What follows belongs to an exercise in optimizing a design on an open flow for small area and a short achievable clock period; a production flow would make more cautious choices.
In this exercise RTL edits were held to simulation tests only and were not proved equivalent to the original.
Power and IR drop assume default switching activity.

Setup of main:
==> flow/design.v <==
module dff(d,clk,q);
    input d,clk;
    output q;
    reg q;
    always @ (posedge clk)
    begin
    q<=d;
    end
endmodule
module pipo(d, clk, q);
input [7:0] d;
input clk;
output reg [7:0] q;
always @(posedge clk) q <= d;
endmodule
module regfile(clk, en_write, en_read, reg_write_addr, reg_read_addr1, reg_read_addr2,
               reg_write_data, reg_read_data1, reg_read_data2);
input clk;
input en_write;
input en_read;
input [3:0] reg_write_addr;
input [3:0] reg_read_addr1;
input [3:0] reg_read_addr2;
input [7:0] reg_write_data;
output [7:0] reg_read_data1;
output [7:0] reg_read_data2;
reg [7:0] Registers [0:15];
reg [7:0] hold1, hold2;
wire [15:0] wsel, nwsel;
wdec wd (.en(en_write), .a(reg_write_addr), .sel(wsel), .nsel(nwsel));
genvar i, j;
generate
  for (i = 0; i < 16; i = i + 1) begin : row
    wire [7:0] nxt;
    for (j = 0; j < 8; j = j + 1) begin : wb
      g_a22o w (.a1(nwsel[i]), .a2(Registers[i][j]), .b1(wsel[i]), .b2(reg_write_data[j]), .y(nxt[j]));
    end
    always @(posedge clk)
      Registers[i] <= nxt;
  end
endgenerate
wire [15:0] sel1, sel2;
rdec rd1 (.a(reg_read_addr1), .sel(sel1));
rdec rd2 (.a(reg_read_addr2), .sel(sel2));
wire en_read_n, en_write_n, enw, hw;
g_inv ie (.a(en_read), .y(en_read_n));
g_inv iw (.a(en_write), .y(en_write_n));
g_and2 gw (.a(en_read), .b(en_write_n), .y(enw));
g_nor2 gh (.a(en_read), .b(en_write), .y(hw));
wire [7:0] r1, r2;
generate
  for (i = 0; i < 8; i = i + 1) begin : rb
    wire [15:0] col;
    for (j = 0; j < 16; j = j + 1) begin : c
      assign col[j] = Registers[j][i];
    end
    rsel rs1 (.sel(sel1), .m(col), .en(en_read), .en_n(en_read_n), .enw(enw), .hw(hw), .h(hold1[i]), .r(r1[i]), .o(reg_read_data1[i]));
    rsel rs2 (.sel(sel2), .m(col), .en(en_read), .en_n(en_read_n), .enw(enw), .hw(hw), .h(hold2[i]), .r(r2[i]), .o(reg_read_data2[i]));
  end
endgenerate
always @(posedge clk) begin
  hold1 <= r1;
  hold2 <= r2;
end
endmodule
module wdec(en, a, sel, nsel);
input en;
input [3:0] a;
output [15:0] sel, nsel;
wire [3:0] an, lo, hi;
g_inv i0 (.a(a[0]), .y(an[0]));
g_inv i1 (.a(a[1]), .y(an[1]));
g_inv i2 (.a(a[2]), .y(an[2]));
g_inv i3 (.a(a[3]), .y(an[3]));
g_nor2 l0 (.a(a[1]),  .b(a[0]),  .y(lo[0]));
g_nor2 l1 (.a(a[1]),  .b(an[0]), .y(lo[1]));
g_nor2 l2 (.a(an[1]), .b(a[0]),  .y(lo[2]));
g_nor2 l3 (.a(an[1]), .b(an[0]), .y(lo[3]));
g_nor2 h0 (.a(a[3]),  .b(a[2]),  .y(hi[0]));
g_nor2 h1 (.a(a[3]),  .b(an[2]), .y(hi[1]));
g_nor2 h2 (.a(an[3]), .b(a[2]),  .y(hi[2]));
g_nor2 h3 (.a(an[3]), .b(an[2]), .y(hi[3]));
genvar k;
generate
  for (k = 0; k < 16; k = k + 1) begin : d
    g_nand3 n (.a(en), .b(lo[k % 4]), .c(hi[k / 4]), .y(nsel[k]));
    g_inv   s (.a(nsel[k]), .y(sel[k]));
  end
endgenerate
endmodule
module rdec(a, sel);
input [3:0] a;
output [15:0] sel;
wire [3:0] lo_n, hi_n;
predec p (.a(a), .lo_n(lo_n), .hi_n(hi_n));
genvar k;
generate
  for (k = 0; k < 16; k = k + 1) begin : d
    g_nor2 s (.a(lo_n[k % 4]), .b(hi_n[k / 4]), .y(sel[k]));
  end
endgenerate
endmodule
module predec(a, lo_n, hi_n);
input [3:0] a;
output [3:0] lo_n, hi_n;
wire [3:0] an;
g_inv i0 (.a(a[0]), .y(an[0]));
g_inv i1 (.a(a[1]), .y(an[1]));
g_inv i2 (.a(a[2]), .y(an[2]));
g_inv i3 (.a(a[3]), .y(an[3]));
g_nand2 l0 (.a(an[1]), .b(an[0]), .y(lo_n[0]));
g_nand2 l1 (.a(an[1]), .b(a[0]),  .y(lo_n[1]));
g_nand2 l2 (.a(a[1]),  .b(an[0]), .y(lo_n[2]));
g_nand2 l3 (.a(a[1]),  .b(a[0]),  .y(lo_n[3]));
g_nand2 h0 (.a(an[3]), .b(an[2]), .y(hi_n[0]));
g_nand2 h1 (.a(an[3]), .b(a[2]),  .y(hi_n[1]));
g_nand2 h2 (.a(a[3]),  .b(an[2]), .y(hi_n[2]));
g_nand2 h3 (.a(a[3]),  .b(a[2]),  .y(hi_n[3]));
endmodule
module rsel(sel, m, en, en_n, enw, hw, h, r, o);
input [15:0] sel, m;
input en, en_n, enw, hw, h;
output r, o;
wire y0, y1, a, b, c, d;
g_or8   p0 (.s(sel[7:0]),  .m(m[7:0]),  .y(y0));
g_or8   p1 (.s(sel[15:8]), .m(m[15:8]), .y(y1));
g_o21ai na (.a1(y0), .a2(y1), .b1(enw), .y(a));
g_nand2 nb (.a(hw), .b(h), .y(b));
g_nand2 oo (.a(a), .b(b), .y(o));
g_o21ai nc (.a1(y0), .a2(y1), .b1(en), .y(c));
g_nand2 nd (.a(en_n), .b(h), .y(d));
g_nand2 rr (.a(c), .b(d), .y(r));
endmodule
module g_or8(s, m, y);
input [7:0] s, m;
output y;
assign y = |(s & m);
endmodule
module g_inv(a, y);
input a; output y;
assign y = ~a;
endmodule
module g_nand2(a, b, y);
input a, b; output y;
assign y = ~(a & b);
endmodule
module g_nand3(a, b, c, y);
input a, b, c; output y;
assign y = ~(a & b & c);
endmodule
module g_nor2(a, b, y);
input a, b; output y;
assign y = ~(a | b);
endmodule
module g_a22o(a1, a2, b1, b2, y);
input a1, a2, b1, b2; output y;
assign y = (a1 & a2) | (b1 & b2);
endmodule
module g_o21ai(a1, a2, b1, y);
input a1, a2, b1; output y;
assign y = ~((a1 | a2) & b1);
endmodule
module g_and2(a, b, y);
input a, b; output y;
assign y = a & b;
endmodule
module SIMD_CU(d,d1,d2,en_write, 
		en_read, reg_write_addr1,
		reg_write_addr2,reg_write_addr3, 
		reg_read_addr1,reg_read_addr2,reg_read_addr3,reg_read_addr4,reg_read_addr5, reg_read_addr6,  
		clk, 
		reg_read_data1, reg_read_data2, reg_read_data3, reg_read_data4,reg_read_data5,reg_read_data6);
	input clk,en_write, en_read;
	input [3:0] reg_write_addr1;
	input [3:0] reg_write_addr2;
	input [3:0] reg_write_addr3;
	input [3:0] reg_read_addr1;
	input [3:0] reg_read_addr2;
	input [3:0] reg_read_addr3;
	input [3:0] reg_read_addr4;
	input [3:0] reg_read_addr5;
	input [3:0] reg_read_addr6;
	input [7:0] d,d1,d2;
	wire [7:0] q,q1,q2;
	output[7:0] reg_read_data1;
	output[7:0] reg_read_data2;
	output[7:0] reg_read_data3;
	output[7:0] reg_read_data4;
	output[7:0] reg_read_data5;
	output[7:0] reg_read_data6;
	pipo p1(d, clk, q);
	pipo p2(d1, clk, q1);
	pipo p3(d2, clk, q2);
	regfile PEM1(clk, en_write, en_read, reg_write_addr1,  reg_read_addr1, reg_read_addr2, q, reg_read_data1, reg_read_data2 );
	regfile PEM2(clk, en_write, en_read, reg_write_addr2,  reg_read_addr3, reg_read_addr4, q1, reg_read_data3, reg_read_data4 );
	regfile PEM3(clk, en_write, en_read, reg_write_addr3,  reg_read_addr5, reg_read_addr6, q2, reg_read_data5, reg_read_data6 );
endmodule
Settings: LEC_CHECK=0, CAP_MARGIN=20, CORE_MARGIN=2, CORE_UTILIZATION=40, SETUP_SLACK_MARGIN=1.5, SLEW_MARGIN=20, SYNTH_HIERARCHICAL=1, TNS_END_PERCENT=5; clock period 5.2 ns.
standard.sh (not shown) runs the stock make flow with config.mk's settings and CLKGATE_MAP_FILE= SYNTH_SCRIPT=/design/flow/synth_recipe.tcl, a recipe that flattens the netlist after the stock synthesis.
==> flow/flow/run.sh <==
#!/bin/bash
# Standard synthesis, then every combinational cell that synthesis gave a
# drive strength above 1 is set back to strength 1 (same function and pins;
# flip-flops are left as they are), then the standard layout from there.
# Clock tree: larger sink clusters and no dummy loads.
# Port buffers: buf_2 (the resizer sizes them from there).
# Each tool's output goes to a log file of its own in this folder.
set -euo pipefail
R=orfs/results/sky130hd/SIMD_CU/base
bash standard.sh synth > synth.log 2>&1
python3 flow/downsize.py "$FLOW_HOME/platforms/sky130hd/lib/sky130_fd_sc_hd__tt_025C_1v80.lib" \
  $R/1_2_yosys.v > downsize.log 2>&1
rm -f $R/1_synth.odb $R/1_synth.sdc
bash standard.sh finish \
  CTS_ARGS="-sink_clustering_enable -repair_clock_nets -dont_use_dummy_load -sink_clustering_size 16 -sink_clustering_max_diameter 60 -buf_list sky130_fd_sc_hd__clkbuf_8" \
  BUFFER_PORTS_ARGS="-buffer_cell sky130_fd_sc_hd__buf_2" \
  > layout.log 2>&1
==> flow/flow/downsize.py <==
# Set every combinational cell in a synthesized netlist to drive strength 1.
# usage: downsize.py LIBERTY NETLIST (the netlist is rewritten in place)
import re, sys, collections
lib, net = sys.argv[1], sys.argv[2]
cells = set(re.findall(r'cell\s*\(\s*"?(sky130_fd_sc_hd__\w+?)"?\s*\)', open(lib).read()))
keep = ('df', 'edf', 'sdf', 'dl', 'clk', 'conb', 'tap', 'fill', 'decap')
changed = collections.Counter()
def swap(m):
    name, base, size = m.group(0), m.group(1), m.group(2)
    if base.startswith(keep) or size == '1':
        return name
    new = 'sky130_fd_sc_hd__%s_1' % base
    if new not in cells:
        return name
    changed[name + ' -> ' + new] += 1
    return new
text = open(net).read()
text = re.sub(r'(?<=^  )sky130_fd_sc_hd__(\w+?)_(\d+)(?= )', swap, text, flags=re.M)
open(net, 'w').write(text)
for k, n in sorted(changed.items()):
    print(n, k)
Input changes introduced in the feature branch (baseline for comparison: main):
-- flow/design.v --
<<< main, line 43
rdec rd1 (.a(reg_read_addr1), .sel(sel1));
rdec rd2 (.a(reg_read_addr2), .sel(sel2));
wire en_read_n, en_write_n, enw, hw;
g_inv ie (.a(en_read), .y(en_read_n));
g_inv iw (.a(en_write), .y(en_write_n));
g_and2 gw (.a(en_read), .b(en_write_n), .y(enw));
g_nor2 gh (.a(en_read), .b(en_write), .y(hw));
wire [7:0] r1, r2;
generate
>>> the feature branch, line 43
rdec rd1 (.a(reg_read_addr1), .sel(sel1));
rdec rd2 (.a(reg_read_addr2), .sel(sel2));
wire en_read_n;
g_inv ie (.a(en_read), .y(en_read_n));
wire [7:0] r1, r2;
generate
<<< main, line 55
      assign col[j] = Registers[j][i];
    end
    rsel rs1 (.sel(sel1), .m(col), .en(en_read), .en_n(en_read_n), .enw(enw), .hw(hw), .h(hold1[i]), .r(r1[i]), .o(reg_read_data1[i]));
    rsel rs2 (.sel(sel2), .m(col), .en(en_read), .en_n(en_read_n), .enw(enw), .hw(hw), .h(hold2[i]), .r(r2[i]), .o(reg_read_data2[i]));
  end
endgenerate
>>> the feature branch, line 52
      assign col[j] = Registers[j][i];
    end
    rsel rs1 (.sel(sel1), .m(col), .en(en_read), .en_n(en_read_n), .h(hold1[i]), .we(en_write), .r(r1[i]), .o(reg_read_data1[i]));
    rsel rs2 (.sel(sel2), .m(col), .en(en_read), .en_n(en_read_n), .h(hold2[i]), .we(en_write), .r(r2[i]), .o(reg_read_data2[i]));
  end
endgenerate
<<< main, line 118
g_nand2 h3 (.a(a[3]),  .b(a[2]),  .y(hi_n[3]));
endmodule
module rsel(sel, m, en, en_n, enw, hw, h, r, o);
input [15:0] sel, m;
input en, en_n, enw, hw, h;
output r, o;
wire y0, y1, a, b, c, d;
g_or8   p0 (.s(sel[7:0]),  .m(m[7:0]),  .y(y0));
g_or8   p1 (.s(sel[15:8]), .m(m[15:8]), .y(y1));
g_o21ai na (.a1(y0), .a2(y1), .b1(enw), .y(a));
g_nand2 nb (.a(hw), .b(h), .y(b));
g_nand2 oo (.a(a), .b(b), .y(o));
g_o21ai nc (.a1(y0), .a2(y1), .b1(en), .y(c));
g_nand2 nd (.a(en_n), .b(h), .y(d));
g_nand2 rr (.a(c), .b(d), .y(r));
endmodule
module g_or8(s, m, y);
>>> the feature branch, line 115
g_nand2 h3 (.a(a[3]),  .b(a[2]),  .y(hi_n[3]));
endmodule
module rsel(sel, m, en, en_n, h, we, r, o);
input [15:0] sel, m;
input en, en_n, h, we;
output r, o;
wire y0, y1, a, b;
g_or8   p0 (.s(sel[7:0]),  .m(m[7:0]),  .y(y0));
g_or8   p1 (.s(sel[15:8]), .m(m[15:8]), .y(y1));
g_o21ai na (.a1(y0), .a2(y1), .b1(en), .y(a));    
g_nand2 nb (.a(en_n), .b(h), .y(b));              
g_a21oi oo (.a1(a), .a2(b), .b1(we), .y(o));
g_nand2 rr (.a(a), .b(b), .y(r));
endmodule
module g_or8(s, m, y);
<<< main, line 161
assign y = ~((a1 | a2) & b1);
endmodule
module g_and2(a, b, y);
input a, b; output y;
assign y = a & b;
endmodule
module SIMD_CU(d,d1,d2,en_write, 
>>> the feature branch, line 156
assign y = ~((a1 | a2) & b1);
endmodule
module g_a21oi(a1, a2, b1, y);
input a1, a2, b1; output y;
assign y = ~((a1 & a2) | b1);
endmodule
module SIMD_CU(d,d1,d2,en_write, 
## What came out
Logic gate share of total power essentially unchanged between main and the feature branch.
Compared with main, the feature branch shows a initial antenna violation count that is 3 higher.
Lower insertion delay to the later sink of the worst-skew pair among main and the feature branch: main
Filler cell count ends up higher on main.
The dominant kind of cell by area comes out flip-flops and latches in one run and multi-input gates in the other, namely in the feature branch and main respectively.
From main to the feature branch the numbers moved as follows: combined flip-flop and latch cell area did not really move; area growth from synthesis to final layout has increased.

[separate check: timing with driven ports]
How much do the figures lean on ideal ports? The routed layouts below were timed once more, with nothing changed but the port constraints.
Step 1 sets driving cells, clkbuf_16 on the clock port and buf_2 on the other inputs (assumed; they add their load-dependent delay and slew).
Step 2 times the ports against the registers' clock, not the clock port: input delays grow and output delays shrink by t, the midpoint of the rising clock arrivals with the driver on.
Slacks: ideal / step 1 / step 2; pairs: ideal / step 1.
run	t (ns)	slack for setup (ns)	worst hold slack (ns)	latest minus earliest clock arrival (ns)
main	0.665	1.484 / 1.465 / 1.465	0.439 / 0.439 / 0.439	0.066 / 0.066
the feature branch	0.675	1.462 / 1.422 / 1.422	0.440 / 0.440 / 0.440	0.060 / 0.060
After both steps setup and hold are still met in every run listed. For the feature branch, which loses most, drivers alone change the setup slack by -0.040 ns; drivers and shift together by -0.040 ns.
